From an optimization exercise on the open Yosys and OpenROAD flow, aimed at small area and a short achievable clock period; shortcuts taken in it are not production practice. RTL that was checked went through simulation tests only; none was proved equivalent to the original. Power is estimated from default activity; no workload was simulated.

## main
## Convolution
module Convolution(
    input clk,
    input rst_n,
    input in_valid,
    input weight_valid,
    input [7:0] In_IFM_1,
    input [7:0] In_IFM_2,
    input [7:0] In_IFM_3,
    input [7:0] In_IFM_4,
    input [7:0] In_IFM_5,
    input [7:0] In_IFM_6,
    input [7:0] In_IFM_7,
    input [7:0] In_IFM_8,
    input [7:0] In_IFM_9,
    input [7:0] In_Weight_1,
    input [7:0] In_Weight_2,
    input [7:0] In_Weight_3,
    input [7:0] In_Weight_4,
    input [7:0] In_Weight_5,
    input [7:0] In_Weight_6,
    input [7:0] In_Weight_7,
    input [7:0] In_Weight_8,
    input [7:0] In_Weight_9,
    output reg out_valid,
    output reg [20:0] Out_OFM
);
Size: roughly 580 flip-flops, roughly 170 I/O pins, about 27000 um^2 of cells after synthesis.
Settings: LEC_CHECK=0, CAP_MARGIN=20, CORE_MARGIN=2, CORE_UTILIZATION=60, PLACE_DENSITY=0.7, SETUP_SLACK_MARGIN=3.25, SLEW_MARGIN=20, SYNTH_HIERARCHICAL=1, SYNTH_MINIMUM_KEEP_SIZE=0; clock period 5.5 ns.
standard.sh (not shown) runs the stock make flow with config.mk's settings and CLKGATE_MAP_FILE= SYNTH_SCRIPT=/design/flow/synth_recipe.tcl, a recipe that flattens the netlist after the stock synthesis.
==> flow/flow/run.sh <==
#!/bin/bash
# Standard ORFS layout, with plain buf_1 cells as the port buffers (the resizer
# may upsize them) instead of the delay-buffer cells buffer_ports picks itself,
# and clock tree synthesis without dummy loads, on clkbuf_8 cells in
# smaller sink clusters.
set -euo pipefail
bash standard.sh finish \
  "BUFFER_PORTS_ARGS=-buffer_cell sky130_fd_sc_hd__buf_1" \
  "CTS_ARGS=-sink_clustering_enable -repair_clock_nets -sink_clustering_size 12 -sink_clustering_max_diameter 40 -dont_use_dummy_load -buf_list sky130_fd_sc_hd__clkbuf_8" \
  > orfs_flow.log 2>&1
The final layout from main, which completed every stage, passed the timing, design-rule and antenna checks at the end of the flow.
Input-level comparison between the feature branch and main:
- swapping 3.25 for 3.45 in SETUP_SLACK_MARGIN
- clearing PLACE_DENSITY, which used to be 0.7
- swapping 60 for 40 in CORE_UTILIZATION
==> flow/flow/run.sh <==
#!/bin/bash
# Standard ORFS layout, with plain buf_1 cells as the port buffers (the resizer
# may upsize them) instead of the delay-buffer cells buffer_ports picks itself.
set -euo pipefail
bash standard.sh finish "BUFFER_PORTS_ARGS=-buffer_cell sky130_fd_sc_hd__buf_1" > orfs_flow.log 2>&1
[summary]
Design area was higher in the feature branch than in main. Detailed-route wire length: the feature branch vs main up 12%. Delta(count of instances resized after the clock tree is built, the feature branch - main) > 0.

========
Setup of north:
Another version of the RTL of Convolution (not shown whole).
Size: about 170 I/O pins.
export LEC_CHECK = 0
export CAP_MARGIN = 20
export CORE_MARGIN = 2
export CORE_UTILIZATION = 60
export CTS_CLUSTER_DIAMETER = 60
export CTS_CLUSTER_SIZE = 22
export PLACE_DENSITY = 0.7
export SETUP_SLACK_MARGIN = 3.25
export SLEW_MARGIN = 20
export SYNTH_HIERARCHICAL = 1
export SYNTH_MINIMUM_KEEP_SIZE = 0
create_clock -name core_clock -period 5.5 [get_ports {clk}]
==> flow/flow/run.sh <==
#!/bin/bash
# Standard ORFS layout, with plain buf_1 cells as the port buffers (the resizer
# may upsize them) instead of the delay-buffer cells buffer_ports picks itself,
# and clock tree synthesis without dummy loads.
set -euo pipefail
bash standard.sh finish \
  "BUFFER_PORTS_ARGS=-buffer_cell sky130_fd_sc_hd__buf_1" \
  "CTS_ARGS=-sink_clustering_enable -repair_clock_nets -sink_clustering_size 22 -sink_clustering_max_diameter 60 -dont_use_dummy_load" \
  > orfs_flow.log 2>&1
north finished every stage and its layout cleared the timing, design-rule and antenna checks.
[inputs] south vs north
- CTS_CLUSTER_SIZE removed (was 22)
- PLACE_DENSITY changed from 0.7 to 0.6
- ABC_CLOCK_PERIOD_IN_PS newly set to 1500
- CORE_UTILIZATION changed from 60 to 45
- CTS_CLUSTER_DIAMETER removed (was 60)
==> comparison <==
Looking at largest fanout on the critical path, south sits 3 lower than north does. In the reports for south and north, the larger area of the die belongs to south. Compared with north, south shows setup slack higher by 75 ps.
No functional check of the RTL was part of any run of this note.

========
Convolution with an RTL version that a note above also has.
Size in the first run: ~1900 cells after synthesis, ~580 flip-flops, roughly 170 I/O pins.
clock: 5.5 ns
lec_check: 0
cap_margin: 20
core_margin: 2
core_utilization: 55
place_density: 0.65
setup_slack_margin: 3.25
slew_margin: 20
synth_hierarchical: 1
synth_minimum_keep_size: 0
==> flow/flow/run.sh <==
#!/bin/bash
# Standard ORFS layout, with plain buf_1 cells as the port buffers (the resizer
# may upsize them) instead of the delay-buffer cells buffer_ports picks itself,
# and clock tree synthesis without dummy loads, on clkbuf_8 cells in
# smaller sink clusters.
set -euo pipefail
bash standard.sh finish \
  "BUFFER_PORTS_ARGS=-buffer_cell sky130_fd_sc_hd__buf_1" \
  "CTS_ARGS=-sink_clustering_enable -repair_clock_nets -sink_clustering_size 16 -sink_clustering_max_diameter 50 -dont_use_dummy_load -buf_list sky130_fd_sc_hd__clkbuf_8" \
  > orfs_flow.log 2>&1
Edit:
CORE_UTILIZATION = 60   (was 55)
PLACE_DENSITY = 0.7   (was 0.65)
What happened: Synthesized area is unchanged. Sequential share of layout area climbs by 0.19 points. Maximum frequency climbs by 0.37%. Combinational power drops by about 2%. Worst setup slack is better by 8.3 ps. Design area drops by 0.41%. Power drops by 1.2%. Synthesized cell count stays the same. Wire length drops by 1.9%.
Edit:
==> flow/flow/run.sh (replaced) <==
#!/bin/bash
# Standard ORFS layout, with plain buf_1 cells as the port buffers (the resizer
# may upsize them) instead of the delay-buffer cells buffer_ports picks itself.
set -euo pipefail
bash standard.sh finish "BUFFER_PORTS_ARGS=-buffer_cell sky130_fd_sc_hd__buf_1" > orfs_flow.log 2>&1
CORE_UTILIZATION = 40   (was 60)
PLACE_DENSITY = unset   (was 0.7)
The new run finished clean.
Setup slack is better by 39 ps.
Via count barely changes.
First-iteration DRC count shrinks by a quarter to a third.
Edit:
==> flow/flow/run.sh (replaced) <==
#!/bin/bash
# Standard ORFS layout, with plain buf_1 cells as the port buffers (the resizer
# may upsize them) instead of the delay-buffer cells buffer_ports picks itself,
# and clock tree synthesis without dummy loads.
set -euo pipefail
bash standard.sh finish \
  "BUFFER_PORTS_ARGS=-buffer_cell sky130_fd_sc_hd__buf_1" \
  "CTS_ARGS=-sink_clustering_enable -repair_clock_nets -sink_clustering_size 22 -sink_clustering_max_diameter 60 -dont_use_dummy_load" \
  > orfs_flow.log 2>&1
CORE_UTILIZATION = 60   (was 40)
PLACE_DENSITY = 0.7   (was unset)
SETUP_SLACK_MARGIN = 3.15   (was 3.25)
Utilization rose by 19 points.
Maximum frequency rose by 0.47%.
Synthesized cell count is unchanged.
Non-clock buffer count is unchanged.
Power fell by about 12%.
Critical path depth rose by 2.
First-iteration DRC count rose by about 60%.
Worst setup slack improved by 10 ps.
Synthesized area does not change.
Edit:
==> flow/flow/run.sh (replaced) <==
#!/bin/bash
# Standard ORFS layout, with plain buf_1 cells as the port buffers (the resizer
# may upsize them) instead of the delay-buffer cells buffer_ports picks itself.
set -euo pipefail
bash standard.sh finish "BUFFER_PORTS_ARGS=-buffer_cell sky130_fd_sc_hd__buf_1" > orfs_flow.log 2>&1
CORE_UTILIZATION = 40   (was 60)
CTS_CLUSTER_DIAMETER = 60   (was unset)
CTS_CLUSTER_SIZE = 22   (was unset)
PLACE_DENSITY = unset   (was 0.7)
SETUP_SLACK_MARGIN = 3.25   (was 3.15)
What happened: Die area grows by about 50%; clock skew fell by 6.9 ps; count of clock-buffer cells in the layout grows by 14; final area goes up by 3.7%; via count falls by 0.61%; maximum frequency shrinks by 1.4%; routed wire length rises by about 11%; setup slack is worse by 31 ps; non-clock buffer count does not change.

========
Another version of the RTL of Convolution (not shown whole).
Size: about 510 flip-flops, about 170 I/O pins, about 26000 µm² of cells after synthesis.
Design Convolution, start of the top module:
module Convolution(
    input clk,
    input rst_n,
    input in_valid,
    input weight_valid,
    input [7:0] In_IFM_1,
    input [7:0] In_IFM_2,
    input [7:0] In_IFM_3,
    input [7:0] In_IFM_4,
    input [7:0] In_IFM_5,
    input [7:0] In_IFM_6,
    input [7:0] In_IFM_7,
    input [7:0] In_IFM_8,
    input [7:0] In_IFM_9,
    input [7:0] In_Weight_1,
    input [7:0] In_Weight_2,
    input [7:0] In_Weight_3,
    input [7:0] In_Weight_4,
    input [7:0] In_Weight_5,
    input [7:0] In_Weight_6,
    input [7:0] In_Weight_7,
    input [7:0] In_Weight_8,
    input [7:0] In_Weight_9,
    output reg out_valid,
    output reg [20:0] Out_OFM
);
make LEC_CHECK=0 CAP_MARGIN=20 CORE_MARGIN=2 CORE_UTILIZATION=40 SLEW_MARGIN=20 SYNTH_HIERARCHICAL=1 SYNTH_MINIMUM_KEEP_SIZE=0 finish   # period 5.5 ns
run.sh (not shown) runs the stock make flow with config.mk's settings and CLKGATE_MAP_FILE= SYNTH_SCRIPT=/design/flow/synth_recipe.tcl, a recipe that flattens the netlist after the stock synthesis.
Stock flow here: none of the scripts above is used.
Rerun with:
Settings changed: SETUP_SLACK_MARGIN set to 3.3.
The changed run completed with no timing, DRC or antenna violations.
Clock skew is about the same.
Via count went up by 3.6%.
Flip-flop and latch count stays the same.
Global-route usage went up by 0.76 points.
Design area went up by 11%.
Count of clock-buffer cells in the layout does not change.
Non-clock buffer count went up by 133.
Register-to-register slack improved by 0.49 ns.
Total power went up by 2.6%.
Function was not checked in any run of this note: the RTL went through the layout flow alone.

========
Setup of raven:
RTL: one of the versions met above, not the one the previous note started from.
For scale: about 1,900 cells after synthesis, about 170 I/O pins.
Settings: LEC_CHECK=0, CAP_MARGIN=20, CORE_MARGIN=2, CORE_UTILIZATION=70, PLACE_DENSITY=0.8, SETUP_SLACK_MARGIN=3.25, SLEW_MARGIN=20, SYNTH_HIERARCHICAL=1, SYNTH_MINIMUM_KEEP_SIZE=0; clock period 5.5 ns.
standard.sh (not shown) runs the stock make flow with config.mk's settings and CLKGATE_MAP_FILE= SYNTH_SCRIPT=/design/flow/synth_recipe.tcl, a recipe that flattens the netlist after the stock synthesis.
==> flow/flow/run.sh <==
#!/bin/bash
# Standard ORFS layout, with plain buf_1 cells as the port buffers (the resizer
# may upsize them) instead of the delay-buffer cells buffer_ports picks itself,
# and clock tree synthesis without dummy loads.
set -euo pipefail
bash standard.sh finish \
  "BUFFER_PORTS_ARGS=-buffer_cell sky130_fd_sc_hd__buf_1" \
  "CTS_ARGS=-sink_clustering_enable -repair_clock_nets -sink_clustering_size 22 -sink_clustering_max_diameter 60 -dont_use_dummy_load" \
  > orfs_flow.log 2>&1
Input-level comparison between willow and raven:
-- flow/flow/run.sh --
<<< raven, line 7
  "BUFFER_PORTS_ARGS=-buffer_cell sky130_fd_sc_hd__buf_1" \
  "CTS_ARGS=-sink_clustering_enable -repair_clock_nets -sink_clustering_size 22 -sink_clustering_max_diameter 60 -dont_use_dummy_load" \
  > orfs_flow.log 2>&1
>>> willow, line 7
  "BUFFER_PORTS_ARGS=-buffer_cell sky130_fd_sc_hd__buf_1" \
  "CTS_ARGS=-sink_clustering_enable -repair_clock_nets -sink_clustering_size 16 -sink_clustering_max_diameter 50 -dont_use_dummy_load -buf_list sky130_fd_sc_hd__clkbuf_8" \
  > orfs_flow.log 2>&1
-- flow/config.mk --
<<< raven, line 9
export CORE_MARGIN = 2
export CORE_UTILIZATION = 70
export PLACE_DENSITY = 0.8
export SETUP_SLACK_MARGIN = 3.25
>>> willow, line 9
export CORE_MARGIN = 2
export CORE_UTILIZATION = 60
export PLACE_DENSITY = 0.7
export SETUP_SLACK_MARGIN = 3.25
--- outcome ---
Compared willow vs raven, and combined global-route utilization of all metal layers is down in willow.
On hold slack, the higher figure sits with raven, not willow.
Comparing willow and raven, the higher number of clock buffer instances in the layout is on willow.
The register area of willow and that of raven are within noise of each other.
Compared with raven, in willow die boundary height rose about 8%, power fell about 4%.
End point of the critical path: out_valid -> willow, r0_59 -> raven
In willow, the wire length came out 2.2% below the value in raven.
willow gives less core utilization of the finished layout than raven did.
Summary — wire length of the first global-routing pass, willow relative to raven: lower, by 1000 um.
Relative to raven, final cycle utilization of the critical path has gone down in willow.
raven vs willow, type of the setup path with the least slack: reg2reg vs reg2out
Number of fill cells in the layout ends up lower on raven.

========
Starting RTL as in the previous note.
Settings: LEC_CHECK=0, CAP_MARGIN=20, CORE_MARGIN=2, CORE_UTILIZATION=60, PLACE_DENSITY=0.7, SETUP_SLACK_MARGIN=3.35, SLEW_MARGIN=20, SYNTH_HIERARCHICAL=1, SYNTH_MINIMUM_KEEP_SIZE=0; clock period 5.5 ns.
==> flow/flow/run.sh <==
#!/bin/bash
# Standard ORFS layout, with plain buf_1 cells as the port buffers (the resizer
# may upsize them) instead of the delay-buffer cells buffer_ports picks itself,
# and clock tree synthesis without dummy loads, on clkbuf_8 cells in
# smaller sink clusters.
set -euo pipefail
bash standard.sh finish \
  "BUFFER_PORTS_ARGS=-buffer_cell sky130_fd_sc_hd__buf_1" \
  "CTS_ARGS=-sink_clustering_enable -repair_clock_nets -sink_clustering_size 16 -sink_clustering_max_diameter 50 -dont_use_dummy_load -buf_list sky130_fd_sc_hd__clkbuf_8" \
  > orfs_flow.log 2>&1
Next try:
==> flow/flow/run.sh (replaced) <==
#!/bin/bash
# Standard ORFS layout, with plain buf_1 cells as the port buffers (the resizer
# may upsize them) instead of the delay-buffer cells buffer_ports picks itself.
set -euo pipefail
bash standard.sh finish "BUFFER_PORTS_ARGS=-buffer_cell sky130_fd_sc_hd__buf_1" > orfs_flow.log 2>&1
--- a/flow/config.mk
+++ b/flow/config.mk
@@ -9,6 +9,8 @@
 export CORE_MARGIN = 2
 export CORE_UTILIZATION = 60
+export CTS_CLUSTER_DIAMETER = 60
+export CTS_CLUSTER_SIZE = 22
 export PLACE_DENSITY = 0.7
-export SETUP_SLACK_MARGIN = 3.35
+export SETUP_SLACK_MARGIN = 3.25
 export SLEW_MARGIN = 20
 export SYNTH_HIERARCHICAL = 1
Result: Wire length climbs by 0.57%; non-clock buffer count drops by 6; cell count climbs by 0.57%; count of clock-buffer cells in the layout drops by 6.
Next try:
==> flow/flow/run.sh (replaced) <==
#!/bin/bash
# Standard ORFS layout, with plain buf_1 cells as the port buffers (the resizer
# may upsize them) instead of the delay-buffer cells buffer_ports picks itself,
# and clock tree synthesis without dummy loads, on clkbuf_8 cells in
# smaller sink clusters.
set -euo pipefail
bash standard.sh finish \
  "BUFFER_PORTS_ARGS=-buffer_cell sky130_fd_sc_hd__buf_1" \
  "CTS_ARGS=-sink_clustering_enable -repair_clock_nets -sink_clustering_size 16 -sink_clustering_max_diameter 50 -dont_use_dummy_load -buf_list sky130_fd_sc_hd__clkbuf_8" \
  > orfs_flow.log 2>&1
--- a/flow/config.mk
+++ b/flow/config.mk
@@ -6,9 +6,8 @@
 export NUM_CORES = 4
 export LEC_CHECK = 0
+export ABC_AREA = 1
 export CAP_MARGIN = 20
 export CORE_MARGIN = 2
 export CORE_UTILIZATION = 60
-export CTS_CLUSTER_DIAMETER = 60
-export CTS_CLUSTER_SIZE = 22
 export PLACE_DENSITY = 0.7
 export SETUP_SLACK_MARGIN = 3.25
After rerunning:
- The new run passed the timing, design-rule and antenna checks
- die area climbs slightly
- power drops by a few percent
- via count goes up slightly
- count of clock-buffer cells in the layout rises by 7
- non-clock buffer count stays the same
- setup slack loses 0.062 ns
- design area drops slightly
- clock power is lower by a quarter to a third
- register-to-register slack gains 0.02 ns

==> afterwards: timing with drivers on the ports <==
How much do the figures lean on ideal ports? The routed layouts below were timed once more, with nothing changed but the port constraints.
Step 1 sets driving cells, clkbuf_16 on the clock port and buf_2 on the other inputs (assumed; they add their load-dependent delay and slew).
Step 2, shift: input delay + t, output delay - t, t = (earliest + latest rising clock arrival at the registers) / 2. This alone moves slack from input paths to output paths.
Slacks: no drivers / after step 1 / after step 2; pairs: no drivers / after step 1.
run	shift t [ns]	slack for setup (ns)	worst setup path at the end
main	0.687	3.291 / 3.236 / 3.001	input to register
the feature branch	0.651	3.337 / 3.281 / 2.932	input to register
north	0.605	2.994 / 2.994 / 2.654	input to register
south	0.629	3.069 / 3.069 / 2.700	input to register
the first run of note 3	0.725	3.272 / 3.218 / 2.991	input to register
the second run of note 3	0.718	3.280 / 3.226 / 2.993	input to register
the third run of note 3	0.651	3.319 / 3.264 / 2.955	input to register
the fourth run of note 3	0.636	3.329 / 3.292 / 2.997	input to register
the fifth run of note 3	0.668	3.298 / 3.237 / 2.968	input to register
the first run of note 4	0.686	2.660 / 2.660 / 2.660	register to register
the second run of note 4	0.686	3.147 / 3.147 / 2.905	input to register
raven	0.618	3.256 / 3.256 / 3.067	input to register
willow	0.718	3.280 / 3.226 / 2.993	input to register
the first run of note 6	0.717	3.281 / 3.227 / 3.012	input to register
the second run of note 6	0.639	3.330 / 3.299 / 3.004	input to register
the third run of note 6	0.709	3.268 / 3.213 / 3.066	input to register
After both steps setup and hold are still met in every run listed. For the feature branch, which loses most, drivers alone change the setup slack by -0.056 ns; drivers and shift together by -0.405 ns.
